Context: an optimization exercise on an open-source flow, tuned for small area and a short achievable clock period. The choices shown serve that exercise and are no tape-out recipe.
The RTL was checked by simulation tests, not by an equivalence proof against the original design.
Power and IR drop assume default switching activity.

File: design/flow/design.v
module single_cycle (
    input  logic        i_clk,
    input  logic        i_reset,
    input  logic [31:0] i_io_sw,
    input  logic [31:0] i_inst,
    output logic [31:0] o_io_ledr,
    output logic [31:0] o_io_ledg,
    output logic [31:0] o_io_lcd,
    output logic [6:0]  o_io_hex0,
    output logic [6:0]  o_io_hex1,
    output logic [6:0]  o_io_hex2,
    output logic [6:0]  o_io_hex3,
    output logic [6:0]  o_io_hex4,
    output logic [6:0]  o_io_hex5,
    output logic [6:0]  o_io_hex6,
    output logic [6:0]  o_io_hex7,
    output logic [31:0] o_pc_debug,
    output logic        o_insn_vld
);
  logic [6:0] opc;
  logic [2:0] f3;
  logic [4:0] rd_a, rs1_a, rs2_a;
  assign opc   = i_inst[6:0];
  assign f3    = i_inst[14:12];
  assign rd_a  = i_inst[11:7];
  assign rs1_a = i_inst[19:15];
  assign rs2_a = i_inst[24:20];
  logic op_r, op_i, op_ld, op_st, op_br, op_jal, op_jalr, op_lui, op_aui;
  assign op_r    = (opc == 7'b0110011);
  assign op_i    = (opc == 7'b0010011);
  assign op_ld   = (opc == 7'b0000011);
  assign op_st   = (opc == 7'b0100011);
  assign op_br   = (opc == 7'b1100011);
  assign op_jal  = (opc == 7'b1101111);
  assign op_jalr = (opc == 7'b1100111);
  assign op_lui  = (opc == 7'b0110111);
  assign op_aui  = (opc == 7'b0010111);
  assign o_insn_vld = op_r | op_i | op_ld | op_st | op_br | op_jal | op_lui | op_aui;
  logic        i31;
  logic        sx_i;        
  logic [31:0] imm_i, imm_ld, imm_s, imm_b, imm_j, imm_u;
  assign i31    = i_inst[31];
  assign sx_i   = ~f3[0] | (f3[2] & f3[1]);
  assign imm_i  = {{20{i31 & sx_i}}, i_inst[31:20]};
  assign imm_ld = {20'b0, i_inst[31:20]};
  assign imm_s  = {{20{i31}}, i_inst[31:25], i_inst[11:7]};
  assign imm_b  = {{20{i31}}, i_inst[7], i_inst[30:25], i_inst[11:8], 1'b0};
  assign imm_j  = {{12{i31}}, i_inst[19:12], i_inst[20], i_inst[30:21], 1'b0};
  assign imm_u  = {i_inst[31:12], 12'b0};
  logic [31:0] rs1, rs2, wb;
  logic        rd_we;
  regfile u_rf (
    .i_clk(i_clk), .i_reset(i_reset),
    .i_rs1_addr(rs1_a), .i_rs2_addr(rs2_a),
    .i_rd_addr(rd_a), .i_rd_data(wb), .i_rd_wren(rd_we),
    .o_rs1_data(rs1), .o_rs2_data(rs2)
  );
  logic [31:0] opb;
  logic        sub;
  logic [32:0] sum33;
  logic [31:0] sum;
  logic        lt_u, lt_s, eq;
  logic        use_imm;
  logic [31:0] imm_x;
  assign use_imm = op_i | op_ld | op_st | op_jalr;
  assign imm_x   = op_st ? imm_s : op_ld ? imm_ld : imm_i;
  assign opb     = use_imm ? imm_x : rs2;
  assign sub   = op_br | ((op_r | op_i) & ~f3[2] & f3[1])
               | (op_r & (f3 == 3'b000) & i_inst[30] & ~i_inst[25]);
  assign sum33 = {1'b0, rs1} + {1'b0, opb ^ {32{sub}}} + {32'b0, sub};
  assign sum   = sum33[31:0];
  assign lt_u  = ~sum33[32];
  assign lt_s  = (rs1[31] ^ opb[31]) ? rs1[31] : sum[31];
  assign eq    = (rs1 == rs2);
  logic        shl;
  logic [31:0] sh_in, sh_out, sh_rev;
  logic [4:0]  shamt;
  assign shl   = ~f3[2];
  assign shamt = opb[4:0];
  always_comb begin
    for (int k = 0; k < 32; k++) sh_rev[k] = rs1[31-k];
  end
  assign sh_in = shl ? sh_rev : rs1;
  logic [63:0] sh_wide;
  assign sh_wide = {{32{i_inst[30] & rs1[31] & ~shl}}, sh_in} >> shamt;
  assign sh_out  = sh_wide[31:0];
  logic [31:0] sll_res;
  always_comb begin
    for (int k = 0; k < 32; k++) sll_res[k] = sh_out[31-k];
  end
  logic [31:0] mul;
  multiply_extension u_mul (.a(rs1[15:0]), .b(rs2[15:0]), .p(mul));
  logic is_ri, s_mul, s_sum;
  assign is_ri = op_r | op_i;
  assign s_mul = op_r & (f3 == 3'b000) & i_inst[25];
  assign s_sum = (is_ri & (f3 == 3'b000) & ~s_mul) |
                 ~(is_ri | op_ld | op_jal | op_jalr | op_lui | op_aui);
  logic [31:0] pc4, pc_imm, pc_next;
  logic        taken;
  assign pc4    = o_pc_debug + 32'd4;
  assign pc_imm = o_pc_debug + (op_jal ? imm_j : op_aui ? imm_u : imm_b);
  always_comb begin
    case (f3)
      3'b000: taken = eq;
      3'b001: taken = ~eq;
      3'b100: taken = lt_s;
      3'b101: taken = ~lt_s;
      3'b110: taken = lt_u;
      3'b111: taken = ~lt_u;
      default: taken = 1'b1;
    endcase
  end
  logic [31:0] addr, ld_val;
  assign addr = sum;    
  assign pc_next = (op_jal | (op_br & taken)) ? pc_imm :
                   op_jalr                    ? addr   : pc4;
  always_ff @(posedge i_clk or negedge i_reset) begin
    if (~i_reset) o_pc_debug <= 32'b0;
    else          o_pc_debug <= pc_next;
  end
  lsu u_lsu (
    .i_clk(i_clk), .i_reset(i_reset),
    .i_addr(addr), .i_rs1(rs1), .i_imm(imm_x), .i_rs2(rs2), .i_st(op_st), .i_func3(f3),
    .i_io_sw(i_io_sw), .o_ld_data(ld_val),
    .o_io_ledr(o_io_ledr), .o_io_ledg(o_io_ledg), .o_io_lcd(o_io_lcd),
    .o_io_hex0(o_io_hex0), .o_io_hex1(o_io_hex1), .o_io_hex2(o_io_hex2), .o_io_hex3(o_io_hex3),
    .o_io_hex4(o_io_hex4), .o_io_hex5(o_io_hex5), .o_io_hex6(o_io_hex6), .o_io_hex7(o_io_hex7)
  );
  assign rd_we = ~(op_st | op_br);
  always_comb begin
    wb = ({32{op_ld}}                       & ld_val)
       | ({32{op_jal | op_jalr}}            & pc4)
       | ({32{op_lui}}                      & imm_u)
       | ({32{op_aui}}                      & pc_imm)
       | ({32{s_mul}}                       & mul)
       | ({32{s_sum}}                       & sum)
       | ({32{is_ri & (f3 == 3'b001)}}      & sll_res)
       | ({32{is_ri & (f3 == 3'b010)}}      & {31'b0, lt_s})
       | ({32{is_ri & (f3 == 3'b011)}}      & {31'b0, lt_u})
       | ({32{is_ri & (f3 == 3'b100)}}      & (rs1 ^ opb))
       | ({32{is_ri & (f3 == 3'b101)}}      & sh_out)
       | ({32{is_ri & (f3 == 3'b110)}}      & (rs1 | opb))
       | ({32{is_ri & (f3 == 3'b111)}}      & (rs1 & opb));
  end
endmodule
module regfile (
  input  logic        i_clk,
  input  logic        i_reset,
  input  logic [4:0]  i_rs1_addr,
  input  logic [4:0]  i_rs2_addr,
  input  logic [4:0]  i_rd_addr,
  input  logic [31:0] i_rd_data,
  input  logic        i_rd_wren,
  output logic [31:0] o_rs1_data,
  output logic [31:0] o_rs2_data
);
  logic [1023:0] regs;
  assign regs[31:0] = 32'b0;
  for (genvar i = 1; i < 32; i++) begin : g_reg
    logic [31:0] q;
    always_ff @(posedge i_clk or negedge i_reset) begin
      if (~i_reset)                              q <= 32'b0;
      else if (i_rd_wren && i_rd_addr == 5'(i))  q <= i_rd_data;
    end
    assign regs[32*i +: 32] = q;
  end
  logic [31:0] sel1, sel2;
  assign sel1 = 32'b1 << i_rs1_addr;
  assign sel2 = 32'b1 << i_rs2_addr;
  always_comb begin
    o_rs1_data = 32'b0;
    o_rs2_data = 32'b0;
    for (int i = 1; i < 32; i++) begin
      o_rs1_data = o_rs1_data | ({32{sel1[i]}} & regs[32*i +: 32]);
      o_rs2_data = o_rs2_data | ({32{sel2[i]}} & regs[32*i +: 32]);
    end
  end
endmodule
module multiply_extension (
  input  wire [15:0] a,
  input  wire [15:0] b,
  output wire [31:0] p
);
  wire one0 = b[0] ^ 1'b0;
  wire two0 = (b[1] & ~b[0] & ~1'b0) | (~b[1] & b[0] & 1'b0);
  wire neg0 = b[1];
  wire pp_0_0 = ((one0 & a[0]) | (two0 & 1'b0)) ^ neg0;
  wire pp_0_1 = ((one0 & a[1]) | (two0 & a[0])) ^ neg0;
  wire pp_0_2 = ((one0 & a[2]) | (two0 & a[1])) ^ neg0;
  wire pp_0_3 = ((one0 & a[3]) | (two0 & a[2])) ^ neg0;
  wire pp_0_4 = ((one0 & a[4]) | (two0 & a[3])) ^ neg0;
  wire pp_0_5 = ((one0 & a[5]) | (two0 & a[4])) ^ neg0;
  wire pp_0_6 = ((one0 & a[6]) | (two0 & a[5])) ^ neg0;
  wire pp_0_7 = ((one0 & a[7]) | (two0 & a[6])) ^ neg0;
  wire pp_0_8 = ((one0 & a[8]) | (two0 & a[7])) ^ neg0;
  wire pp_0_9 = ((one0 & a[9]) | (two0 & a[8])) ^ neg0;
  wire pp_0_10 = ((one0 & a[10]) | (two0 & a[9])) ^ neg0;
  wire pp_0_11 = ((one0 & a[11]) | (two0 & a[10])) ^ neg0;
  wire pp_0_12 = ((one0 & a[12]) | (two0 & a[11])) ^ neg0;
  wire pp_0_13 = ((one0 & a[13]) | (two0 & a[12])) ^ neg0;
  wire pp_0_14 = ((one0 & a[14]) | (two0 & a[13])) ^ neg0;
  wire pp_0_15 = ((one0 & a[15]) | (two0 & a[14])) ^ neg0;
  wire pp_0_16 = ~(((one0 & a[15]) | (two0 & a[15])) ^ neg0);
  wire one1 = b[2] ^ b[1];
  wire two1 = (b[3] & ~b[2] & ~b[1]) | (~b[3] & b[2] & b[1]);
  wire neg1 = b[3];
  wire pp_1_0 = ((one1 & a[0]) | (two1 & 1'b0)) ^ neg1;
  wire pp_1_1 = ((one1 & a[1]) | (two1 & a[0])) ^ neg1;
  wire pp_1_2 = ((one1 & a[2]) | (two1 & a[1])) ^ neg1;
  wire pp_1_3 = ((one1 & a[3]) | (two1 & a[2])) ^ neg1;
  wire pp_1_4 = ((one1 & a[4]) | (two1 & a[3])) ^ neg1;
  wire pp_1_5 = ((one1 & a[5]) | (two1 & a[4])) ^ neg1;
  wire pp_1_6 = ((one1 & a[6]) | (two1 & a[5])) ^ neg1;
  wire pp_1_7 = ((one1 & a[7]) | (two1 & a[6])) ^ neg1;
  wire pp_1_8 = ((one1 & a[8]) | (two1 & a[7])) ^ neg1;
  wire pp_1_9 = ((one1 & a[9]) | (two1 & a[8])) ^ neg1;
  wire pp_1_10 = ((one1 & a[10]) | (two1 & a[9])) ^ neg1;
  wire pp_1_11 = ((one1 & a[11]) | (two1 & a[10])) ^ neg1;
  wire pp_1_12 = ((one1 & a[12]) | (two1 & a[11])) ^ neg1;
  wire pp_1_13 = ((one1 & a[13]) | (two1 & a[12])) ^ neg1;
  wire pp_1_14 = ((one1 & a[14]) | (two1 & a[13])) ^ neg1;
  wire pp_1_15 = ((one1 & a[15]) | (two1 & a[14])) ^ neg1;
  wire pp_1_16 = ~(((one1 & a[15]) | (two1 & a[15])) ^ neg1);
  wire one2 = b[4] ^ b[3];
  wire two2 = (b[5] & ~b[4] & ~b[3]) | (~b[5] & b[4] & b[3]);
  wire neg2 = b[5];
  wire pp_2_0 = ((one2 & a[0]) | (two2 & 1'b0)) ^ neg2;
  wire pp_2_1 = ((one2 & a[1]) | (two2 & a[0])) ^ neg2;
  wire pp_2_2 = ((one2 & a[2]) | (two2 & a[1])) ^ neg2;
  wire pp_2_3 = ((one2 & a[3]) | (two2 & a[2])) ^ neg2;
  wire pp_2_4 = ((one2 & a[4]) | (two2 & a[3])) ^ neg2;
  wire pp_2_5 = ((one2 & a[5]) | (two2 & a[4])) ^ neg2;
  wire pp_2_6 = ((one2 & a[6]) | (two2 & a[5])) ^ neg2;
  wire pp_2_7 = ((one2 & a[7]) | (two2 & a[6])) ^ neg2;
  wire pp_2_8 = ((one2 & a[8]) | (two2 & a[7])) ^ neg2;
  wire pp_2_9 = ((one2 & a[9]) | (two2 & a[8])) ^ neg2;
  wire pp_2_10 = ((one2 & a[10]) | (two2 & a[9])) ^ neg2;
  wire pp_2_11 = ((one2 & a[11]) | (two2 & a[10])) ^ neg2;
  wire pp_2_12 = ((one2 & a[12]) | (two2 & a[11])) ^ neg2;
  wire pp_2_13 = ((one2 & a[13]) | (two2 & a[12])) ^ neg2;
  wire pp_2_14 = ((one2 & a[14]) | (two2 & a[13])) ^ neg2;
  wire pp_2_15 = ((one2 & a[15]) | (two2 & a[14])) ^ neg2;
  wire pp_2_16 = ~(((one2 & a[15]) | (two2 & a[15])) ^ neg2);
  wire one3 = b[6] ^ b[5];
  wire two3 = (b[7] & ~b[6] & ~b[5]) | (~b[7] & b[6] & b[5]);
  wire neg3 = b[7];
  wire pp_3_0 = ((one3 & a[0]) | (two3 & 1'b0)) ^ neg3;
  wire pp_3_1 = ((one3 & a[1]) | (two3 & a[0])) ^ neg3;
  wire pp_3_2 = ((one3 & a[2]) | (two3 & a[1])) ^ neg3;
  wire pp_3_3 = ((one3 & a[3]) | (two3 & a[2])) ^ neg3;
  wire pp_3_4 = ((one3 & a[4]) | (two3 & a[3])) ^ neg3;
  wire pp_3_5 = ((one3 & a[5]) | (two3 & a[4])) ^ neg3;
  wire pp_3_6 = ((one3 & a[6]) | (two3 & a[5])) ^ neg3;
  wire pp_3_7 = ((one3 & a[7]) | (two3 & a[6])) ^ neg3;
  wire pp_3_8 = ((one3 & a[8]) | (two3 & a[7])) ^ neg3;
  wire pp_3_9 = ((one3 & a[9]) | (two3 & a[8])) ^ neg3;
  wire pp_3_10 = ((one3 & a[10]) | (two3 & a[9])) ^ neg3;
  wire pp_3_11 = ((one3 & a[11]) | (two3 & a[10])) ^ neg3;
  wire pp_3_12 = ((one3 & a[12]) | (two3 & a[11])) ^ neg3;
  wire pp_3_13 = ((one3 & a[13]) | (two3 & a[12])) ^ neg3;
  wire pp_3_14 = ((one3 & a[14]) | (two3 & a[13])) ^ neg3;
  wire pp_3_15 = ((one3 & a[15]) | (two3 & a[14])) ^ neg3;
  wire pp_3_16 = ~(((one3 & a[15]) | (two3 & a[15])) ^ neg3);
  wire one4 = b[8] ^ b[7];
  wire two4 = (b[9] & ~b[8] & ~b[7]) | (~b[9] & b[8] & b[7]);
  wire neg4 = b[9];
  wire pp_4_0 = ((one4 & a[0]) | (two4 & 1'b0)) ^ neg4;
  wire pp_4_1 = ((one4 & a[1]) | (two4 & a[0])) ^ neg4;
  wire pp_4_2 = ((one4 & a[2]) | (two4 & a[1])) ^ neg4;
  wire pp_4_3 = ((one4 & a[3]) | (two4 & a[2])) ^ neg4;
  wire pp_4_4 = ((one4 & a[4]) | (two4 & a[3])) ^ neg4;
  wire pp_4_5 = ((one4 & a[5]) | (two4 & a[4])) ^ neg4;
  wire pp_4_6 = ((one4 & a[6]) | (two4 & a[5])) ^ neg4;
  wire pp_4_7 = ((one4 & a[7]) | (two4 & a[6])) ^ neg4;
  wire pp_4_8 = ((one4 & a[8]) | (two4 & a[7])) ^ neg4;
  wire pp_4_9 = ((one4 & a[9]) | (two4 & a[8])) ^ neg4;
  wire pp_4_10 = ((one4 & a[10]) | (two4 & a[9])) ^ neg4;
  wire pp_4_11 = ((one4 & a[11]) | (two4 & a[10])) ^ neg4;
  wire pp_4_12 = ((one4 & a[12]) | (two4 & a[11])) ^ neg4;
  wire pp_4_13 = ((one4 & a[13]) | (two4 & a[12])) ^ neg4;
  wire pp_4_14 = ((one4 & a[14]) | (two4 & a[13])) ^ neg4;
  wire pp_4_15 = ((one4 & a[15]) | (two4 & a[14])) ^ neg4;
  wire pp_4_16 = ~(((one4 & a[15]) | (two4 & a[15])) ^ neg4);
  wire one5 = b[10] ^ b[9];
  wire two5 = (b[11] & ~b[10] & ~b[9]) | (~b[11] & b[10] & b[9]);
  wire neg5 = b[11];
  wire pp_5_0 = ((one5 & a[0]) | (two5 & 1'b0)) ^ neg5;
  wire pp_5_1 = ((one5 & a[1]) | (two5 & a[0])) ^ neg5;
  wire pp_5_2 = ((one5 & a[2]) | (two5 & a[1])) ^ neg5;
  wire pp_5_3 = ((one5 & a[3]) | (two5 & a[2])) ^ neg5;
  wire pp_5_4 = ((one5 & a[4]) | (two5 & a[3])) ^ neg5;
  wire pp_5_5 = ((one5 & a[5]) | (two5 & a[4])) ^ neg5;
  wire pp_5_6 = ((one5 & a[6]) | (two5 & a[5])) ^ neg5;
  wire pp_5_7 = ((one5 & a[7]) | (two5 & a[6])) ^ neg5;
  wire pp_5_8 = ((one5 & a[8]) | (two5 & a[7])) ^ neg5;
  wire pp_5_9 = ((one5 & a[9]) | (two5 & a[8])) ^ neg5;
  wire pp_5_10 = ((one5 & a[10]) | (two5 & a[9])) ^ neg5;
  wire pp_5_11 = ((one5 & a[11]) | (two5 & a[10])) ^ neg5;
  wire pp_5_12 = ((one5 & a[12]) | (two5 & a[11])) ^ neg5;
  wire pp_5_13 = ((one5 & a[13]) | (two5 & a[12])) ^ neg5;
  wire pp_5_14 = ((one5 & a[14]) | (two5 & a[13])) ^ neg5;
  wire pp_5_15 = ((one5 & a[15]) | (two5 & a[14])) ^ neg5;
  wire pp_5_16 = ~(((one5 & a[15]) | (two5 & a[15])) ^ neg5);
  wire one6 = b[12] ^ b[11];
  wire two6 = (b[13] & ~b[12] & ~b[11]) | (~b[13] & b[12] & b[11]);
  wire neg6 = b[13];
  wire pp_6_0 = ((one6 & a[0]) | (two6 & 1'b0)) ^ neg6;
  wire pp_6_1 = ((one6 & a[1]) | (two6 & a[0])) ^ neg6;
  wire pp_6_2 = ((one6 & a[2]) | (two6 & a[1])) ^ neg6;
  wire pp_6_3 = ((one6 & a[3]) | (two6 & a[2])) ^ neg6;
  wire pp_6_4 = ((one6 & a[4]) | (two6 & a[3])) ^ neg6;
  wire pp_6_5 = ((one6 & a[5]) | (two6 & a[4])) ^ neg6;
  wire pp_6_6 = ((one6 & a[6]) | (two6 & a[5])) ^ neg6;
  wire pp_6_7 = ((one6 & a[7]) | (two6 & a[6])) ^ neg6;
  wire pp_6_8 = ((one6 & a[8]) | (two6 & a[7])) ^ neg6;
  wire pp_6_9 = ((one6 & a[9]) | (two6 & a[8])) ^ neg6;
  wire pp_6_10 = ((one6 & a[10]) | (two6 & a[9])) ^ neg6;
  wire pp_6_11 = ((one6 & a[11]) | (two6 & a[10])) ^ neg6;
  wire pp_6_12 = ((one6 & a[12]) | (two6 & a[11])) ^ neg6;
  wire pp_6_13 = ((one6 & a[13]) | (two6 & a[12])) ^ neg6;
  wire pp_6_14 = ((one6 & a[14]) | (two6 & a[13])) ^ neg6;
  wire pp_6_15 = ((one6 & a[15]) | (two6 & a[14])) ^ neg6;
  wire pp_6_16 = ~(((one6 & a[15]) | (two6 & a[15])) ^ neg6);
  wire one7 = b[14] ^ b[13];
  wire two7 = (b[15] & ~b[14] & ~b[13]) | (~b[15] & b[14] & b[13]);
  wire neg7 = b[15];
  wire pp_7_0 = ((one7 & a[0]) | (two7 & 1'b0)) ^ neg7;
  wire pp_7_1 = ((one7 & a[1]) | (two7 & a[0])) ^ neg7;
  wire pp_7_2 = ((one7 & a[2]) | (two7 & a[1])) ^ neg7;
  wire pp_7_3 = ((one7 & a[3]) | (two7 & a[2])) ^ neg7;
  wire pp_7_4 = ((one7 & a[4]) | (two7 & a[3])) ^ neg7;
  wire pp_7_5 = ((one7 & a[5]) | (two7 & a[4])) ^ neg7;
  wire pp_7_6 = ((one7 & a[6]) | (two7 & a[5])) ^ neg7;
  wire pp_7_7 = ((one7 & a[7]) | (two7 & a[6])) ^ neg7;
  wire pp_7_8 = ((one7 & a[8]) | (two7 & a[7])) ^ neg7;
  wire pp_7_9 = ((one7 & a[9]) | (two7 & a[8])) ^ neg7;
  wire pp_7_10 = ((one7 & a[10]) | (two7 & a[9])) ^ neg7;
  wire pp_7_11 = ((one7 & a[11]) | (two7 & a[10])) ^ neg7;
  wire pp_7_12 = ((one7 & a[12]) | (two7 & a[11])) ^ neg7;
  wire pp_7_13 = ((one7 & a[13]) | (two7 & a[12])) ^ neg7;
  wire pp_7_14 = ((one7 & a[14]) | (two7 & a[13])) ^ neg7;
  wire pp_7_15 = ((one7 & a[15]) | (two7 & a[14])) ^ neg7;
  wire pp_7_16 = ~(((one7 & a[15]) | (two7 & a[15])) ^ neg7);
  wire s1 = pp_0_10 ^ pp_1_8;
  wire c2 = pp_0_10 & pp_1_8;
  wire s3 = pp_0_11 ^ pp_1_9;
  wire c4 = pp_0_11 & pp_1_9;
  wire s5 = pp_0_12 ^ pp_1_10 ^ pp_2_8;
  wire c6 = (pp_0_12 & pp_1_10) | (pp_0_12 & pp_2_8) | (pp_1_10 & pp_2_8);
  wire s7 = pp_3_6 ^ pp_4_4;
  wire c8 = pp_3_6 & pp_4_4;
  wire s9 = pp_0_13 ^ pp_1_11 ^ pp_2_9;
  wire c10 = (pp_0_13 & pp_1_11) | (pp_0_13 & pp_2_9) | (pp_1_11 & pp_2_9);
  wire s11 = pp_3_7 ^ pp_4_5;
  wire c12 = pp_3_7 & pp_4_5;
  wire s13 = pp_0_14 ^ pp_1_12 ^ pp_2_10;
  wire c14 = (pp_0_14 & pp_1_12) | (pp_0_14 & pp_2_10) | (pp_1_12 & pp_2_10);
  wire s15 = pp_3_8 ^ pp_4_6 ^ pp_5_4;
  wire c16 = (pp_3_8 & pp_4_6) | (pp_3_8 & pp_5_4) | (pp_4_6 & pp_5_4);
  wire s17 = pp_6_2 ^ pp_7_0;
  wire c18 = pp_6_2 & pp_7_0;
  wire s19 = pp_0_15 ^ pp_1_13 ^ pp_2_11;
  wire c20 = (pp_0_15 & pp_1_13) | (pp_0_15 & pp_2_11) | (pp_1_13 & pp_2_11);
  wire s21 = pp_3_9 ^ pp_4_7 ^ pp_5_5;
  wire c22 = (pp_3_9 & pp_4_7) | (pp_3_9 & pp_5_5) | (pp_4_7 & pp_5_5);
  wire s23 = pp_6_3 ^ pp_7_1;
  wire c24 = pp_6_3 & pp_7_1;
  wire s25 = pp_0_16 ^ pp_1_14 ^ pp_2_12;
  wire c26 = (pp_0_16 & pp_1_14) | (pp_0_16 & pp_2_12) | (pp_1_14 & pp_2_12);
  wire s27 = pp_3_10 ^ pp_4_8 ^ pp_5_6;
  wire c28 = (pp_3_10 & pp_4_8) | (pp_3_10 & pp_5_6) | (pp_4_8 & pp_5_6);
  wire s29 = pp_6_4 ^ pp_7_2 ^ 1'b1;
  wire c30 = (pp_6_4 & pp_7_2) | (pp_6_4 & 1'b1) | (pp_7_2 & 1'b1);
  wire s31 = pp_1_15 ^ pp_2_13 ^ pp_3_11;
  wire c32 = (pp_1_15 & pp_2_13) | (pp_1_15 & pp_3_11) | (pp_2_13 & pp_3_11);
  wire s33 = pp_4_9 ^ pp_5_7 ^ pp_6_5;
  wire c34 = (pp_4_9 & pp_5_7) | (pp_4_9 & pp_6_5) | (pp_5_7 & pp_6_5);
  wire s35 = pp_7_3 ^ 1'b1;
  wire c36 = pp_7_3 & 1'b1;
  wire s37 = pp_1_16 ^ pp_2_14 ^ pp_3_12;
  wire c38 = (pp_1_16 & pp_2_14) | (pp_1_16 & pp_3_12) | (pp_2_14 & pp_3_12);
  wire s39 = pp_4_10 ^ pp_5_8 ^ pp_6_6;
  wire c40 = (pp_4_10 & pp_5_8) | (pp_4_10 & pp_6_6) | (pp_5_8 & pp_6_6);
  wire s41 = pp_2_15 ^ pp_3_13 ^ pp_4_11;
  wire c42 = (pp_2_15 & pp_3_13) | (pp_2_15 & pp_4_11) | (pp_3_13 & pp_4_11);
  wire s43 = pp_5_9 ^ pp_6_7;
  wire c44 = pp_5_9 & pp_6_7;
  wire s45 = pp_2_16 ^ pp_3_14 ^ pp_4_12;
  wire c46 = (pp_2_16 & pp_3_14) | (pp_2_16 & pp_4_12) | (pp_3_14 & pp_4_12);
  wire s47 = pp_3_15 ^ pp_4_13;
  wire c48 = pp_3_15 & pp_4_13;
  wire s49 = pp_0_6 ^ pp_1_4;
  wire c50 = pp_0_6 & pp_1_4;
  wire s51 = pp_0_7 ^ pp_1_5;
  wire c52 = pp_0_7 & pp_1_5;
  wire s53 = pp_0_8 ^ pp_1_6 ^ pp_2_4;
  wire c54 = (pp_0_8 & pp_1_6) | (pp_0_8 & pp_2_4) | (pp_1_6 & pp_2_4);
  wire s55 = pp_3_2 ^ pp_4_0;
  wire c56 = pp_3_2 & pp_4_0;
  wire s57 = pp_0_9 ^ pp_1_7 ^ pp_2_5;
  wire c58 = (pp_0_9 & pp_1_7) | (pp_0_9 & pp_2_5) | (pp_1_7 & pp_2_5);
  wire s59 = pp_3_3 ^ pp_4_1;
  wire c60 = pp_3_3 & pp_4_1;
  wire s61 = pp_2_6 ^ pp_3_4 ^ pp_4_2;
  wire c62 = (pp_2_6 & pp_3_4) | (pp_2_6 & pp_4_2) | (pp_3_4 & pp_4_2);
  wire s63 = pp_5_0 ^ neg5 ^ s1;
  wire c64 = (pp_5_0 & neg5) | (pp_5_0 & s1) | (neg5 & s1);
  wire s65 = pp_2_7 ^ pp_3_5 ^ pp_4_3;
  wire c66 = (pp_2_7 & pp_3_5) | (pp_2_7 & pp_4_3) | (pp_3_5 & pp_4_3);
  wire s67 = pp_5_1 ^ s3 ^ c2;
  wire c68 = (pp_5_1 & s3) | (pp_5_1 & c2) | (s3 & c2);
  wire s69 = pp_5_2 ^ pp_6_0 ^ neg6;
  wire c70 = (pp_5_2 & pp_6_0) | (pp_5_2 & neg6) | (pp_6_0 & neg6);
  wire s71 = s5 ^ s7 ^ c4;
  wire c72 = (s5 & s7) | (s5 & c4) | (s7 & c4);
  wire s73 = pp_5_3 ^ pp_6_1 ^ s9;
  wire c74 = (pp_5_3 & pp_6_1) | (pp_5_3 & s9) | (pp_6_1 & s9);
  wire s75 = s11 ^ c6 ^ c8;
  wire c76 = (s11 & c6) | (s11 & c8) | (c6 & c8);
  wire s77 = neg7 ^ s13 ^ s15;
  wire c78 = (neg7 & s13) | (neg7 & s15) | (s13 & s15);
  wire s79 = s17 ^ c10 ^ c12;
  wire c80 = (s17 & c10) | (s17 & c12) | (c10 & c12);
  wire s81 = s19 ^ s21 ^ s23;
  wire c82 = (s19 & s21) | (s19 & s23) | (s21 & s23);
  wire s83 = c14 ^ c16 ^ c18;
  wire c84 = (c14 & c16) | (c14 & c18) | (c16 & c18);
  wire s85 = s25 ^ s27 ^ s29;
  wire c86 = (s25 & s27) | (s25 & s29) | (s27 & s29);
  wire s87 = c20 ^ c22 ^ c24;
  wire c88 = (c20 & c22) | (c20 & c24) | (c22 & c24);
  wire s89 = s31 ^ s33 ^ s35;
  wire c90 = (s31 & s33) | (s31 & s35) | (s33 & s35);
  wire s91 = c26 ^ c28 ^ c30;
  wire c92 = (c26 & c28) | (c26 & c30) | (c28 & c30);
  wire s93 = pp_7_4 ^ s37 ^ s39;
  wire c94 = (pp_7_4 & s37) | (pp_7_4 & s39) | (s37 & s39);
  wire s95 = c32 ^ c34 ^ c36;
  wire c96 = (c32 & c34) | (c32 & c36) | (c34 & c36);
  wire s97 = pp_7_5 ^ 1'b1 ^ s41;
  wire c98 = (pp_7_5 & 1'b1) | (pp_7_5 & s41) | (1'b1 & s41);
  wire s99 = s43 ^ c38 ^ c40;
  wire c100 = (s43 & c38) | (s43 & c40) | (c38 & c40);
  wire s101 = pp_5_10 ^ pp_6_8 ^ pp_7_6;
  wire c102 = (pp_5_10 & pp_6_8) | (pp_5_10 & pp_7_6) | (pp_6_8 & pp_7_6);
  wire s103 = s45 ^ c42 ^ c44;
  wire c104 = (s45 & c42) | (s45 & c44) | (c42 & c44);
  wire s105 = pp_5_11 ^ pp_6_9 ^ pp_7_7;
  wire c106 = (pp_5_11 & pp_6_9) | (pp_5_11 & pp_7_7) | (pp_6_9 & pp_7_7);
  wire s107 = 1'b1 ^ s47 ^ c46;
  wire c108 = (1'b1 & s47) | (1'b1 & c46) | (s47 & c46);
  wire s109 = pp_3_16 ^ pp_4_14 ^ pp_5_12;
  wire c110 = (pp_3_16 & pp_4_14) | (pp_3_16 & pp_5_12) | (pp_4_14 & pp_5_12);
  wire s111 = pp_6_10 ^ pp_7_8 ^ c48;
  wire c112 = (pp_6_10 & pp_7_8) | (pp_6_10 & c48) | (pp_7_8 & c48);
  wire s113 = pp_4_15 ^ pp_5_13 ^ pp_6_11;
  wire c114 = (pp_4_15 & pp_5_13) | (pp_4_15 & pp_6_11) | (pp_5_13 & pp_6_11);
  wire s115 = pp_7_9 ^ 1'b1;
  wire c116 = pp_7_9 & 1'b1;
  wire s117 = pp_4_16 ^ pp_5_14 ^ pp_6_12;
  wire c118 = (pp_4_16 & pp_5_14) | (pp_4_16 & pp_6_12) | (pp_5_14 & pp_6_12);
  wire s119 = pp_5_15 ^ pp_6_13;
  wire c120 = pp_5_15 & pp_6_13;
  wire s121 = pp_0_4 ^ pp_1_2;
  wire c122 = pp_0_4 & pp_1_2;
  wire s123 = pp_0_5 ^ pp_1_3;
  wire c124 = pp_0_5 & pp_1_3;
  wire s125 = pp_2_2 ^ pp_3_0 ^ neg3;
  wire c126 = (pp_2_2 & pp_3_0) | (pp_2_2 & neg3) | (pp_3_0 & neg3);
  wire s127 = pp_2_3 ^ pp_3_1 ^ s51;
  wire c128 = (pp_2_3 & pp_3_1) | (pp_2_3 & s51) | (pp_3_1 & s51);
  wire s129 = neg4 ^ s53 ^ s55;
  wire c130 = (neg4 & s53) | (neg4 & s55) | (s53 & s55);
  wire s131 = s57 ^ s59 ^ c54;
  wire c132 = (s57 & s59) | (s57 & c54) | (s59 & c54);
  wire s133 = s61 ^ s63 ^ c58;
  wire c134 = (s61 & s63) | (s61 & c58) | (s63 & c58);
  wire s135 = s65 ^ s67 ^ c62;
  wire c136 = (s65 & s67) | (s65 & c62) | (s67 & c62);
  wire s137 = s69 ^ s71 ^ c66;
  wire c138 = (s69 & s71) | (s69 & c66) | (s71 & c66);
  wire s139 = s73 ^ s75 ^ c70;
  wire c140 = (s73 & s75) | (s73 & c70) | (s75 & c70);
  wire s141 = s77 ^ s79 ^ c74;
  wire c142 = (s77 & s79) | (s77 & c74) | (s79 & c74);
  wire s143 = s81 ^ s83 ^ c78;
  wire c144 = (s81 & s83) | (s81 & c78) | (s83 & c78);
  wire s145 = s85 ^ s87 ^ c82;
  wire c146 = (s85 & s87) | (s85 & c82) | (s87 & c82);
  wire s147 = s89 ^ s91 ^ c86;
  wire c148 = (s89 & s91) | (s89 & c86) | (s91 & c86);
  wire s149 = s93 ^ s95 ^ c90;
  wire c150 = (s93 & s95) | (s93 & c90) | (s95 & c90);
  wire s151 = s97 ^ s99 ^ c94;
  wire c152 = (s97 & s99) | (s97 & c94) | (s99 & c94);
  wire s153 = s101 ^ s103 ^ c98;
  wire c154 = (s101 & s103) | (s101 & c98) | (s103 & c98);
  wire s155 = s105 ^ s107 ^ c102;
  wire c156 = (s105 & s107) | (s105 & c102) | (s107 & c102);
  wire s157 = s109 ^ s111 ^ c106;
  wire c158 = (s109 & s111) | (s109 & c106) | (s111 & c106);
  wire s159 = s113 ^ s115 ^ c110;
  wire c160 = (s113 & s115) | (s113 & c110) | (s115 & c110);
  wire s161 = pp_7_10 ^ s117 ^ c114;
  wire c162 = (pp_7_10 & s117) | (pp_7_10 & c114) | (s117 & c114);
  wire s163 = pp_7_11 ^ 1'b1 ^ s119;
  wire c164 = (pp_7_11 & 1'b1) | (pp_7_11 & s119) | (1'b1 & s119);
  wire s165 = pp_5_16 ^ pp_6_14 ^ pp_7_12;
  wire c166 = (pp_5_16 & pp_6_14) | (pp_5_16 & pp_7_12) | (pp_6_14 & pp_7_12);
  wire s167 = pp_6_15 ^ pp_7_13;
  wire c168 = pp_6_15 & pp_7_13;
  wire s169 = pp_0_2 ^ pp_1_0;
  wire c170 = pp_0_2 & pp_1_0;
  wire s171 = pp_0_3 ^ pp_1_1;
  wire c172 = pp_0_3 & pp_1_1;
  wire s173 = pp_2_0 ^ neg2 ^ s121;
  wire c174 = (pp_2_0 & neg2) | (pp_2_0 & s121) | (neg2 & s121);
  wire s175 = pp_2_1 ^ s123 ^ c122;
  wire c176 = (pp_2_1 & s123) | (pp_2_1 & c122) | (s123 & c122);
  wire s177 = s49 ^ s125 ^ c124;
  wire c178 = (s49 & s125) | (s49 & c124) | (s125 & c124);
  wire s179 = c50 ^ s127 ^ c126;
  wire c180 = (c50 & s127) | (c50 & c126) | (s127 & c126);
  wire s181 = c52 ^ s129 ^ c128;
  wire c182 = (c52 & s129) | (c52 & c128) | (s129 & c128);
  wire s183 = c56 ^ s131 ^ c130;
  wire c184 = (c56 & s131) | (c56 & c130) | (s131 & c130);
  wire s185 = c60 ^ s133 ^ c132;
  wire c186 = (c60 & s133) | (c60 & c132) | (s133 & c132);
  wire s187 = c64 ^ s135 ^ c134;
  wire c188 = (c64 & s135) | (c64 & c134) | (s135 & c134);
  wire s189 = c68 ^ s137 ^ c136;
  wire c190 = (c68 & s137) | (c68 & c136) | (s137 & c136);
  wire s191 = c72 ^ s139 ^ c138;
  wire c192 = (c72 & s139) | (c72 & c138) | (s139 & c138);
  wire s193 = c76 ^ s141 ^ c140;
  wire c194 = (c76 & s141) | (c76 & c140) | (s141 & c140);
  wire s195 = c80 ^ s143 ^ c142;
  wire c196 = (c80 & s143) | (c80 & c142) | (s143 & c142);
  wire s197 = c84 ^ s145 ^ c144;
  wire c198 = (c84 & s145) | (c84 & c144) | (s145 & c144);
  wire s199 = c88 ^ s147 ^ c146;
  wire c200 = (c88 & s147) | (c88 & c146) | (s147 & c146);
  wire s201 = c92 ^ s149 ^ c148;
  wire c202 = (c92 & s149) | (c92 & c148) | (s149 & c148);
  wire s203 = c96 ^ s151 ^ c150;
  wire c204 = (c96 & s151) | (c96 & c150) | (s151 & c150);
  wire s205 = c100 ^ s153 ^ c152;
  wire c206 = (c100 & s153) | (c100 & c152) | (s153 & c152);
  wire s207 = c104 ^ s155 ^ c154;
  wire c208 = (c104 & s155) | (c104 & c154) | (s155 & c154);
  wire s209 = c108 ^ s157 ^ c156;
  wire c210 = (c108 & s157) | (c108 & c156) | (s157 & c156);
  wire s211 = c112 ^ s159 ^ c158;
  wire c212 = (c112 & s159) | (c112 & c158) | (s159 & c158);
  wire s213 = c116 ^ s161 ^ c160;
  wire c214 = (c116 & s161) | (c116 & c160) | (s161 & c160);
  wire s215 = c118 ^ s163 ^ c162;
  wire c216 = (c118 & s163) | (c118 & c162) | (s163 & c162);
  wire s217 = c120 ^ s165 ^ c164;
  wire c218 = (c120 & s165) | (c120 & c164) | (s165 & c164);
  wire s219 = 1'b1 ^ s167 ^ c166;
  wire c220 = (1'b1 & s167) | (1'b1 & c166) | (s167 & c166);
  wire s221 = pp_6_16 ^ pp_7_14 ^ c168;
  wire c222 = (pp_6_16 & pp_7_14) | (pp_6_16 & c168) | (pp_7_14 & c168);
  wire s223 = pp_7_15 ^ 1'b1;
  wire c224 = pp_7_15 & 1'b1;
  wire [31:0] row0 = {1'b1, pp_7_16, s223, s221, s219, s217, s215, s213, s211, s209, s207, s205, s203, s201, s199, s197, s195, s193, s191, s189, s187, s185, s183, s181, s179, s177, s175, s173, s171, neg1, pp_0_1, pp_0_0};
  wire [31:0] row1 = {1'b0, c224, c222, c220, c218, c216, c214, c212, c210, c208, c206, c204, c202, c200, c198, c196, c194, c192, c190, c188, c186, c184, c182, c180, c178, c176, c174, c172, c170, s169, 1'b0, neg0};
  assign p = row0 + row1;
endmodule
module lsu (
  input  logic        i_clk,
  input  logic        i_reset,
  input  logic [31:0] i_addr,     
  input  logic [31:0] i_rs1,
  input  logic [31:0] i_imm,
  input  logic [31:0] i_rs2,
  input  logic        i_st,
  input  logic [2:0]  i_func3,
  input  logic [31:0] i_io_sw,
  output logic [31:0] o_ld_data,
  output logic [31:0] o_io_ledr,
  output logic [31:0] o_io_ledg,
  output logic [31:0] o_io_lcd,
  output logic [6:0]  o_io_hex0,
  output logic [6:0]  o_io_hex1,
  output logic [6:0]  o_io_hex2,
  output logic [6:0]  o_io_hex3,
  output logic [6:0]  o_io_hex4,
  output logic [6:0]  o_io_hex5,
  output logic [6:0]  o_io_hex6,
  output logic [6:0]  o_io_hex7
);
  logic [1:0] off;
  logic [1:0] a2;
  logic       cin;
  logic [4:0] wa, wb, wp, wg;
  assign a2  = i_rs1[1:0] + i_imm[1:0];
  assign off = a2;
  assign cin = (i_rs1[1] & i_imm[1]) | ((i_rs1[1] ^ i_imm[1]) & i_rs1[0] & i_imm[0]);
  assign wa  = i_rs1[6:2];
  assign wb  = i_imm[6:2];
  assign wp  = wa ^ wb;
  assign wg  = wa & wb;
  logic is_b, is_h, is_w;
  assign is_b = (i_func3 == 3'b000) | (i_func3 == 3'b100);
  assign is_h = (i_func3 == 3'b001) | (i_func3 == 3'b101);
  assign is_w = (i_func3 == 3'b010);
  logic [31:0] d;
  assign d = is_b ? {24'b0, i_rs2[7:0]} : is_h ? {16'b0, i_rs2[15:0]} : i_rs2;
  logic        st_dmem;
  logic [3:0]  lane_we;
  logic [31:0] oh_w;       
  logic [31:0] sel [4];
  logic [7:0]  lane_wd [4];
  logic [7:0]  lane_rd [4];
  assign st_dmem = i_st & ~i_addr[28];
  always_comb begin
    for (int k = 0; k < 32; k++) begin
      logic ok;
      ok = 1'b1;
      for (int i = 0; i < 5; i++) begin
        logic kb, cexp;
        kb = k[i];
        if (i == 0) cexp = cin;
        else        cexp = wg[i-1] | (wp[i-1] & ~k[i-1]);
        ok = ok & ~(wp[i] ^ kb ^ cexp);
      end
      oh_w[k] = ok;
    end
  end
  always_comb begin
    for (int j = 0; j < 4; j++) begin
      sel[j]     = (j < off) ? {oh_w[30:0], oh_w[31]} : oh_w;
      lane_we[j] = st_dmem & ((is_b & (off == j)) |
                              (is_h & (off != 2'd1) & ((off == j) | (off == 2'(j - 1)))) |
                              (is_w & (off != 2'd1)));
    end
    for (int j = 0; j < 4; j++) lane_wd[j] = d[8*(2'(j - off)) +: 8];
  end
  memory u_mem (
    .i_clk(i_clk), .i_reset(i_reset),
    .i_sel0(sel[0]), .i_sel1(sel[1]), .i_sel2(sel[2]), .i_sel3(sel[3]),
    .i_we(lane_we),
    .i_wd0(lane_wd[0]), .i_wd1(lane_wd[1]), .i_wd2(lane_wd[2]), .i_wd3(lane_wd[3]),
    .o_rd0(lane_rd[0]), .o_rd1(lane_rd[1]), .o_rd2(lane_rd[2]), .o_rd3(lane_rd[3])
  );
  logic [7:0]  bt [4];
  logic [31:0] mval;
  always_comb begin
    for (int k = 0; k < 4; k++) bt[k] = lane_rd[2'(off + k)];
    case (i_func3)
      3'b000:  mval = {{24{bt[0][7]}}, bt[0]};
      3'b001:  mval = {{16{bt[1][7]}}, bt[1], bt[0]};
      3'b010:  mval = {bt[3], bt[2], bt[1], bt[0]};
      3'b100:  mval = {24'b0, bt[0]};
      3'b101:  mval = {16'b0, bt[1], bt[0]};
      default: mval = 32'b0;
    endcase
  end
  assign o_ld_data = ~i_addr[28] ? mval :
                     (i_addr[16] & ~i_addr[13]) ? i_io_sw : 32'b0;
  logic       st_io;
  logic [3:0] bm;
  assign st_io = i_st & i_addr[28] & ~i_addr[16];
  always_comb begin
    bm = 4'b0000;
    if (is_b) bm = 4'b0001 << off;
    else if (is_h) case (off)
      2'd0: bm = 4'b0011;
      2'd1: bm = 4'b0110;
      2'd2: bm = 4'b1100;
      default: bm = 4'b1000;
    endcase
    else if (is_w) case (off)
      2'd0: bm = 4'b1111;
      2'd1: bm = 4'b1110;
      2'd2: bm = 4'b1100;
      default: bm = 4'b1000;
    endcase
  end
  logic [27:0] hex_new;
  always_comb begin
    case (bm)
      4'b0001: hex_new = {21'b0, d[6:0]};
      4'b0010: hex_new = {14'b0, d[6:0], 7'b0};
      4'b0100: hex_new = {7'b0, d[6:0], 14'b0};
      4'b1000: hex_new = {d[6:0], 21'b0};
      4'b0011: hex_new = {14'b0, d[14:8], d[6:0]};
      4'b1100: hex_new = {d[14:8], d[6:0], 14'b0};
      4'b1111: hex_new = {d[30:24], d[22:16], d[14:8], d[6:0]};
      default: hex_new = {28{1'b1}};
    endcase
  end
  logic [3:0] hex_we;
  always_comb begin
    case (bm)
      4'b0001: hex_we = 4'b0001;
      4'b0010: hex_we = 4'b0010;
      4'b0100: hex_we = 4'b0100;
      4'b1000: hex_we = 4'b1000;
      default: hex_we = 4'b1111;
    endcase
  end
  logic we_ledr, we_ledg, we_h03, we_h47, we_lcd;
  assign we_ledr = st_io & (i_addr[14:12] == 3'b000);
  assign we_ledg = st_io & (i_addr[14:12] == 3'b001);
  assign we_h03  = st_io & (i_addr[14:12] == 3'b010);
  assign we_h47  = st_io & (i_addr[14:12] == 3'b011);
  assign we_lcd  = st_io & (i_addr[14:12] == 3'b100);
  always_ff @(posedge i_clk or negedge i_reset) begin
    if (~i_reset) begin
      o_io_ledr <= 32'b0;
      o_io_ledg <= 32'b0;
      o_io_lcd  <= 32'b0;
      o_io_hex0 <= 7'h7F; o_io_hex1 <= 7'h7F; o_io_hex2 <= 7'h7F; o_io_hex3 <= 7'h7F;
      o_io_hex4 <= 7'h7F; o_io_hex5 <= 7'h7F; o_io_hex6 <= 7'h7F; o_io_hex7 <= 7'h7F;
    end else begin
      if (we_ledr) o_io_ledr <= d;
      if (we_ledg) o_io_ledg <= d;
      if (we_lcd)  o_io_lcd  <= d;
      if (we_h03 & hex_we[0]) o_io_hex0 <= hex_new[6:0];
      if (we_h03 & hex_we[1]) o_io_hex1 <= hex_new[13:7];
      if (we_h03 & hex_we[2]) o_io_hex2 <= hex_new[20:14];
      if (we_h03 & hex_we[3]) o_io_hex3 <= hex_new[27:21];
      if (we_h47 & hex_we[0]) o_io_hex4 <= hex_new[6:0];
      if (we_h47 & hex_we[1]) o_io_hex5 <= hex_new[13:7];
      if (we_h47 & hex_we[2]) o_io_hex6 <= hex_new[20:14];
      if (we_h47 & hex_we[3]) o_io_hex7 <= hex_new[27:21];
    end
  end
endmodule
module memory (
  input  logic       i_clk,
  input  logic       i_reset,
  input  logic [31:0] i_sel0, i_sel1, i_sel2, i_sel3,    
  input  logic [3:0] i_we,
  input  logic [7:0] i_wd0, i_wd1, i_wd2, i_wd3,
  output logic [7:0] o_rd0, o_rd1, o_rd2, o_rd3
);
  logic [31:0] sel [4];
  logic [7:0] wd  [4];
  assign sel[0] = i_sel0; assign sel[1] = i_sel1; assign sel[2] = i_sel2; assign sel[3] = i_sel3;
  assign wd[0]  = i_wd0;  assign wd[1]  = i_wd1;  assign wd[2]  = i_wd2;  assign wd[3]  = i_wd3;
  logic [255:0] lane [4];    
  for (genvar j = 0; j < 4; j++) begin : g_lane
    for (genvar i = 0; i < 32; i++) begin : g_word
      logic [7:0] q;
      always_ff @(posedge i_clk or negedge i_reset) begin
        if (~i_reset)                        q <= 8'b0;
        else if (i_we[j] && sel[j][i])       q <= wd[j];
      end
      assign lane[j][8*i +: 8] = q;
    end
  end
  logic [7:0]  rd  [4];
  always_comb begin
    for (int j = 0; j < 4; j++) begin
      rd[j]  = 8'b0;
      for (int i = 0; i < 32; i++) rd[j] = rd[j] | ({8{sel[j][i]}} & lane[j][8*i +: 8]);
    end
  end
  assign o_rd0 = rd[0];
  assign o_rd1 = rd[1];
  assign o_rd2 = rd[2];
  assign o_rd3 = rd[3];
endmodule
File: design/flow/flow/run.sh
#!/bin/bash
# The standard layout (standard.sh) with these differences:
#  - synthesis leaves full adders to ABC (ADDER_MAP_FILE empty), so ABC sees the multiplier's
#    carry-save tree as logic and maps the whole path for delay; registers are unchanged;
#  - every input and output port still gets its own buffer, but a buf_1 instead of a delay cell
#    (repair upsizes the ones on critical paths);
#  - CTS with clkbuf_16 leaves of at most 20 sinks, without dummy loads;
#  - repair_timing aims for more setup slack than the 33 ns clock needs (19 ns up to CTS,
#    19.1 ns after global routing), so critical paths get sized and buffered.
# The clock period and the SDC are the design's.
set -euo pipefail
CTS="-sink_clustering_enable -repair_clock_nets -dont_use_dummy_load -buf_list sky130_fd_sc_hd__clkbuf_16 -sink_clustering_size 20 -sink_clustering_max_diameter 60"
PORTS="-inputs -outputs -buffer_cell sky130_fd_sc_hd__buf_1"
bash standard.sh ADDER_MAP_FILE= "BUFFER_PORTS_ARGS=$PORTS" "CTS_ARGS=$CTS" SETUP_SLACK_MARGIN=19 cts > standard_flow_cts.log 2>&1
bash standard.sh ADDER_MAP_FILE= "BUFFER_PORTS_ARGS=$PORTS" "CTS_ARGS=$CTS" SETUP_SLACK_MARGIN=19.1 finish > standard_flow_finish.log 2>&1
File: design/flow/standard.sh
#!/bin/bash
# synth_recipe.tcl (not shown) runs the flow's synth.tcl, then flattens the netlist and writes it again
# the make line also repeats each setting of config.mk as NAME=value (left out here)
make -C /OpenROAD-flow-scripts/flow DESIGN_CONFIG=/design/flow/config.mk WORK_HOME=/design/flow/orfs CLKGATE_MAP_FILE= SYNTH_SCRIPT=/design/flow/synth_recipe.tcl "${@:-finish}"
File: design/flow/config.mk
export PLATFORM = sky130hd
export DESIGN_NAME = single_cycle
export DESIGN_NICKNAME = single_cycle
export VERILOG_FILES = /design/flow/design.v
export SDC_FILE = /design/flow/constraint.sdc
export NUM_CORES = 4
export LEC_CHECK = 0
export CAP_MARGIN = 20
export CORE_MARGIN = 2
export CORE_UTILIZATION = 40
export CTS_BUF_LIST = sky130_fd_sc_hd__clkbuf_16
export CTS_CLUSTER_DIAMETER = 60
export CTS_CLUSTER_SIZE = 20
export SLEW_MARGIN = 20
export TNS_END_PERCENT = 0
File: design/flow/constraint.sdc
create_clock -name core_clock -period 33.0 [get_ports {i_clk}]
set_input_delay 6.6000 -clock core_clock [delete_from_list [all_inputs] [get_ports {i_clk}]]
set_output_delay 6.6000 -clock core_clock [all_outputs]
set_load 0.01 [all_outputs]
==> results of run 1 <==
==> per-layer routing <==
layer / vias up / GRT usage
met4: 22 / 0.290
met1: 60250 / 0.508
met3: 2987 / 0.166
met2: 10185 / 0.557
met5: - / 0.00417
li1: 48942 / -
==> cell families (layout without fill, tap and decap cells) <==
logic type      count (synthesis)  count (layout)  share of synthesized area
flops                        2200            2200                      0.440
buf+inv                      1273            1241                     0.0434
other cells                     0              51                          0
xor+xnor                      477             477                     0.0361
mux                          1253            1253                      0.113
compound gates               3576            3578                      0.192
simple gates                 4602            4605                      0.169
fa+ha+maj                      98              98                    0.00793
==> through the flow <==
stage          setup WS (ns)  std cells  area [um2]  total power, mW
2_1_floorplan          18.99      13479      125000             8.01
3_3_place_gp           15.62      17183      132000             11.2
3_5_place_dp           15.47      17186      132000             11.2
4_1_cts                18.63      17495      139000             13.5
5_1_grt                18.59      17599      142000             14.7
6_report               18.55      17643      142000             14.4
==> cell usage after synthesis, drive strengths merged, types with 79 or more instances <==
master / number
mux2i: 172
inv: 94
xor2: 108
o211ai: 79
a31oi: 124
nor2: 577
xnor2: 353
a21oi: 316
and2: 96
a2111oi: 112
buf: 403
maj3: 98
clkbuf: 776
and3: 413
nand3: 359
a22oi: 942
a22o: 110
nor3: 156
nand4: 207
o21ai: 1268
a221oi: 175
nand2: 2430
dfrtp: 2144
mux2: 1067
==> worst max-delay path, delay by kind of cell <==
family	cells	cell delay (ns)
and+or+nand+nor	10	2.06
muxes	2	0.58
AOI/OAI and AO/OA	7	2.28
xor gates and xnor gates	3	1.67
buffers and inverters	8	1.97
==> registers in the layout, summed over array words and instances, names as in the netlist <==
signal                       flops
u_lsu.o_io_hex5                  7
u_lsu.u_mem.g_lane.g_word.q   1024
u_lsu.o_io_hex3                  7
u_lsu.o_io_hex6                  7
o_pc_debug                      32
u_lsu.o_io_hex0                  7
u_lsu.o_io_hex7                  7
u_lsu.o_io_ledr                 32
u_lsu.o_io_ledg                 32
u_lsu.o_io_lcd                  32
u_rf.g.q                       992
u_lsu.o_io_hex4                  7
u_lsu.o_io_hex1                  7
u_lsu.o_io_hex2                  7
==> repair_timing <==
| action | 4_1_cts | 5_1_grt |
|---|---|---|
| pin swaps | 64 | 58 |
| cloned | 7 | 6 |
| endpoints found under the setup margin | 2200 | 2200 |
| buffers inserted | 110 | 76 |
| gates resized for setup | 341 | 300 |
==> power breakdown <==
group          internal (mW)  switching (mW)  total, mW  leakage (nW)
registers               3.20           0.612       3.81          29.7
clock network           1.02            1.04       2.06          2.37
logic                   2.59            5.96       8.55          31.2
==> area by class of cell <==
type	count	share of cell area
multi-input cells	10011	0.482
flip-flops and latches	2200	0.389
repair buffers	955	0.0550
well taps	4140	0.0366
clock buffers	192	0.0339
inverters	94	0.00252
diodes	51	0.000901
==> final timing paths <==
check	startpoint	endpoint	slack (ns)	cells after the start
hold reg to reg	u_lsu.u_mem.g_lane[2].g_word[18].q[6]	u_lsu.u_mem.g_lane[2].g_word[18].q[6]	0.48	2
setup / recovery	i_inst[20]	u_rf.g_reg[21].q[21]	18.55	30
hold / removal	u_lsu.u_mem.g_lane[2].g_word[18].q[6]	u_lsu.u_mem.g_lane[2].g_word[18].q[6]	0.48	2
max in group asynchronous	i_reset	u_lsu.u_mem.g_lane[1].g_word[12].q[2]	20.84	8
setup reg to reg	u_rf.g_reg[28].q[0]	u_rf.g_reg[21].q[21]	24.70	26
min in group asynchronous	i_reset	u_rf.g_reg[5].q[15]	5.80	1
==> results.ini, run 1 <==
[run_status]
status = finished clean

[timing]
setup_viol = 0
tns_ns = 0
timing.fmax_mhz = 69.2
drv_slew = 0
skew_ns = 0.158
holdWs_ns = 0.479
worst_pin_slew_ns = 1.33
fin_crit_ns = 14.45
hold_viol_final = 0
grt_setup_unrepaired = yes
slew_headroom = 0.114
period_share = 0.438

[drt]
drc = 0
via_per_inst = 6.94
route.vias.total = 122386
met2_length_um = 264000
met3_length_um = 99000
top_layer_used = met5
drt_wl_total_um = 667000
wl_per_cell_um = 37.8
wl_met1_um = 241000
dr.pass1.iters = 16
drtIter0Drc = 22605
antenna_left = 0

[synthesis]
synth_area_mm2 = 0.125
yosysTopAreaCell = dfrtp_1
ys_seq_area_frac = 0.440
synth_edf_count = 0
synth_fp_nets = 13545
synth.avg_cell_area_um2 = 9.30
synth_top_cells_by_area = dfrtp_1, mux2_2, nand2_1
ys_seq_elements = 2200
synth_top_area_share = 0.428
yosys_warnings = 15
ys_types = 129
ys.flop_type = dfrtp_1
ys_async_sr_fraction = 1.00
postSynthCellCount = 13479

[finish]
area_growth_syn_to_layout_pct = 12.9
final_cell_mix = nand2_1, dfrtp_1, o21ai_0, mux2_2, a22oi_1
fillers = 30046
multi_input_area_mm2 = 0.0683
utilization = 0.454
drive_gt1_frac = 0.201
final_common_cell = nand2_1
seq_area_mm2 = 0.0551
nets = 13520

[setup_path]
crit_arrival_ns = 15.28
critPathMaxFanout = 53
end_kind = flop
crit_top_cell = buf_4
cpPeakStageDelay_ns = 0.97
worst-endpoint-required_ns = 33.82
cp_slowest_cell = xnor2_1
critPathKind = in2reg
critPathLaunchType = input pin

[floorplan]
die_area_mm2 = 0.318
initial_utilization = 0.402
coreArea_mm2 = 0.312
pin_count = 251
core.rowCount = 205
die_w_um = 564
die_h_um = 564

[min_path]
min_path_type = reg2reg

[clock_tree]
clock-sinks = 2200
postCtsHoldBufs = 0
clockRootBuffer = clkbuf_16
htreeDepth = 4
cts_tree = done
clock_latency_ns = 0.97
cts_inserted_buffers = 192
path_clk_slew_ns = 0.05
clockBufferDepth = 4

[pwr]
power_density_mw_per_mm2 = 102
ir_worst_vdd_mv = 0.367
leakagePower_nw = 63.3

[global_route]
grt_max_degree = 183
grt_use_total = 0.404
grt-ovfl-total = 0
grt_pass1_vias = 112174
grt_pass1_wl_um = 911000
antenna_found_initial = 60

[place]
io_buffers = 250
hpwl_um = 430000
place_congestion = 1.08

[run]
cap_violations = 0

==> inputs of run 2 (changes only) <==
--- a/design/flow/flow/run.sh
+++ b/design/flow/flow/run.sh
@@ -6,10 +6,10 @@
 #    (repair upsizes the ones on critical paths);
 #  - CTS with clkbuf_16 leaves of at most 20 sinks, without dummy loads;
 #  - repair_timing aims for more setup slack than the 33 ns clock needs (19 ns up to CTS,
-#    19.1 ns after global routing), so critical paths get sized and buffered.
+#    19.4 ns after global routing), so critical paths get sized and buffered.
 # The clock period and the SDC are the design's.
 set -euo pipefail
 CTS="-sink_clustering_enable -repair_clock_nets -dont_use_dummy_load -buf_list sky130_fd_sc_hd__clkbuf_16 -sink_clustering_size 20 -sink_clustering_max_diameter 60"
 PORTS="-inputs -outputs -buffer_cell sky130_fd_sc_hd__buf_1"
 bash standard.sh ADDER_MAP_FILE= "BUFFER_PORTS_ARGS=$PORTS" "CTS_ARGS=$CTS" SETUP_SLACK_MARGIN=19 cts > standard_flow_cts.log 2>&1
-bash standard.sh ADDER_MAP_FILE= "BUFFER_PORTS_ARGS=$PORTS" "CTS_ARGS=$CTS" SETUP_SLACK_MARGIN=19.1 finish > standard_flow_finish.log 2>&1
+bash standard.sh ADDER_MAP_FILE= "BUFFER_PORTS_ARGS=$PORTS" "CTS_ARGS=$CTS" SETUP_SLACK_MARGIN=19.4 finish > standard_flow_finish.log 2>&1
==> run 2 against run 1 <==
  * Still clean on timing, DRC and antenna
  * Final cell count is the same
  * Fmax is the same
  * Synthesized area is the same
  * Clock-buffer cell count is the same
  * Register-to-register slack is essentially flat
  * Critical path depth is the same
  * Sequential share of layout area is the same
  * Highest routed layer unchanged
==> results.ini, run 2 <==
[floorplan]
pin_count = 251
die_area_mm2 = 0.318
die_w_um = 564
die_h_um = 564
initial_utilization = 0.402
core.rowCount = 205
coreArea_mm2 = 0.312

[global_route]
grtUsageMet2 = 0.557
grt_pass1_vias = 112174
busiest_layer = met2
grt_pass1_wl_um = 911000
antenna_found_initial = 60
grt_use_total = 0.404
grt-ovfl-total = 0
grt_max_degree = 183
grt.met1_usage = 0.508
grtUsageMet3 = 0.166

[drt]
drc = 0
drtIter0Drc = 22605
drt_wl_total_um = 667000
route.vias.total = 122386
via_per_inst = 6.94
wl_per_cell_um = 37.8
dr.pass1.iters = 16
antenna_left = 0

[setup_path]
crit_top_cell = buf_4
worst-endpoint-required_ns = 33.82
critPathMaxFanout = 53
end_kind = flop
critPathKind = in2reg
cpPeakStageDelay_ns = 0.97
r2r_slack_ns = 24.70
cp_slowest_cell = xnor2_1
crit_arrival_ns = 15.28
critPathLaunchType = input pin

[synthesis]
synth_top_cells_by_area = dfrtp_1, mux2_2, nand2_1
postSynthCellCount = 13479
synth_fp_nets = 13545
yosys-top-cells-count = nand2_1, dfrtp_1, o21ai_0
synth_edf_count = 0
synth_top_area_share = 0.428
ys_async_sr_fraction = 1.00
ys_seq_area_frac = 0.440
yosysMostFrequentCell = nand2_1
synth.avg_cell_area_um2 = 9.30
yosys_warnings = 15
ys_seq_elements = 2200
yosysTopAreaCell = dfrtp_1
synth_area_mm2 = 0.125
ys.flop_type = dfrtp_1
ys_types = 129

[finish]
drive_gt1_frac = 0.201
largestRegisters = u_lsu.u_mem.g_lane.g_word.q x1024, u_rf.g.q x992
fillers = 30046
area_growth_syn_to_layout_pct = 12.9
final_common_cell = nand2_1
largest_reg_flops = 1024
final_cell_mix = nand2_1, dfrtp_1, o21ai_0, mux2_2, a22oi_1
largest_register = u_lsu.u_mem.g_lane.g_word.q
nets = 13520
utilization = 0.454

[pwr]
leakagePower_nw = 63.3
internal_power_mw = 6.81
power_density_mw_per_mm2 = 102
swShare = 0.528
power.share.sequential = 0.264
comb_power_share = 0.593
ir_worst_vdd_mv = 0.367
switching_power_mw = 7.61
power_frac_clock = 0.143

[place]
hpwl_um = 430000
dp_slack_ns = 15.47
place_congestion = 1.08
io_buffers = 250

[clock_tree]
cts_inserted_buffers = 192
htreeDepth = 4
clockBufferDepth = 4
cts_tree = done
clock_latency_ns = 0.97
clock-sinks = 2200
path_clk_slew_ns = 0.05
clockRootBuffer = clkbuf_16

[timing]
timing.fmax_mhz = 69.2
drv_slew = 0
skew_ns = 0.158
worst_slack_ns = 18.55
slew_headroom = 0.114
fin_crit_ns = 14.45
holdWs_ns = 0.479
hold_viol_final = 0
tns_ns = 0
worst_pin_slew_ns = 1.33
period_share = 0.438
setup_viol = 0
grt_setup_unrepaired = yes

[min_path]
min_path_type = reg2reg

[run_status]
status = finished clean

[run]
cap_violations = 0

==> run 2: area by class of cell <==
cell class	count	area (um2)	share of cell area
Clock buffer	192	4800	0.0339
Timing Repair Buffer	955	7790	0.0550
Tap cell	4140	5180	0.0366
Antenna cell	51	128	0.000901
Sequential cell	2200	55100	0.389
Multi-Input combinational cell	10011	68300	0.482
Inverter	94	357	0.00252
==> run 2: stage by stage <==
stage | total power, mW | cell area [um2] | cells
finish | 14.4 | 142000 | 17643
global route | 14.7 | 142000 | 17599
CTS | 13.5 | 139000 | 17495
detailed placement | 11.2 | 132000 | 17186
global placement | 11.2 | 132000 | 17183
floorplan | 8.01 | 125000 | 13479
==> run 2: layer usage <==
metal  routed length [um]  up-vias
met1               241000    60250
met3                99000     2987
met2               264000    10185
met5                  448        -
li1                     -    48942
met4                62200       22
==> run 2: power by group through the flow <==
stage	sequential, mW	combinational [mW]	clock, mW
finish	3.81	8.55	2.06
floorplan	3.53	4.48	0
global route	3.82	8.77	2.15
global placement	3.80	7.36	0
CTS	3.75	7.72	2.06
detailed placement	3.79	7.36	0
==> run 2: cells by family after synthesis <==
logic type	after synthesis	synth area share
simple gates	4602	0.169
flops	2200	0.440
mux	1253	0.113
xor+xnor	477	0.0361
buf+inv	1273	0.0434
compound gates	3576	0.192
fa+ha+maj	98	0.00793
==> run 2: final timing paths <==
path	depth (start not counted)	from	to
max	30	i_inst[20]	u_rf.g_reg[21].q[21]
min	2	u_lsu.u_mem.g_lane[2].g_word[18].q[6]	u_lsu.u_mem.g_lane[2].g_word[18].q[6]
max reg2reg	26	u_rf.g_reg[28].q[0]	u_rf.g_reg[21].q[21]
min reg2reg	2	u_lsu.u_mem.g_lane[2].g_word[18].q[6]	u_lsu.u_mem.g_lane[2].g_word[18].q[6]
max in group asynchronous	8	i_reset	u_lsu.u_mem.g_lane[1].g_word[12].q[2]
min in group asynchronous	1	i_reset	u_rf.g_reg[5].q[15]
==> run 2: worst max-delay path, delay by kind of cell <==
family | cells | cell delay, ns
AO/OA/AOI/OAI | 7 | 2.28
XOR/XNOR | 3 | 1.67
buffers and inverters | 8 | 1.97
multiplexers | 2 | 0.58
AND/OR/NAND/NOR | 10 | 2.06
==> run 2: what timing repair did <==
action                     in CTS  in global routing
cloned                          7                  6
buffers inserted              110                 76
hold buffers                    0                  0
setup endpoints to repair    2200               2200
gates resized for setup       341                300
pin swaps                      64                 58

separate check: timing with driven ports:
No port has a modelled driver above. Below, the same layouts with a new extraction and two added sets of constraints.
Step 1, drivers: a clkbuf_16 drives i_clk and a buf_2 each remaining input, both assumed.
Step 2, shift: input delay + t, output delay - t, t = (earliest + latest rising clock arrival at the registers) / 2. This alone moves slack from input paths to output paths.
Three values: no drivers, after step 1, after step 2; two values: the first two.
run	shift t [ns]	setup slack, ns	clock arrival spread, ns	worst register clock-pin slew, ns
run 1	1.012	18.546 / 18.611 / 17.622	0.158 / 0.157	0.09 / 0.09
run 2	1.012	18.546 / 18.611 / 17.622	0.158 / 0.157	0.09 / 0.09
After both steps every run listed still meets setup and hold.
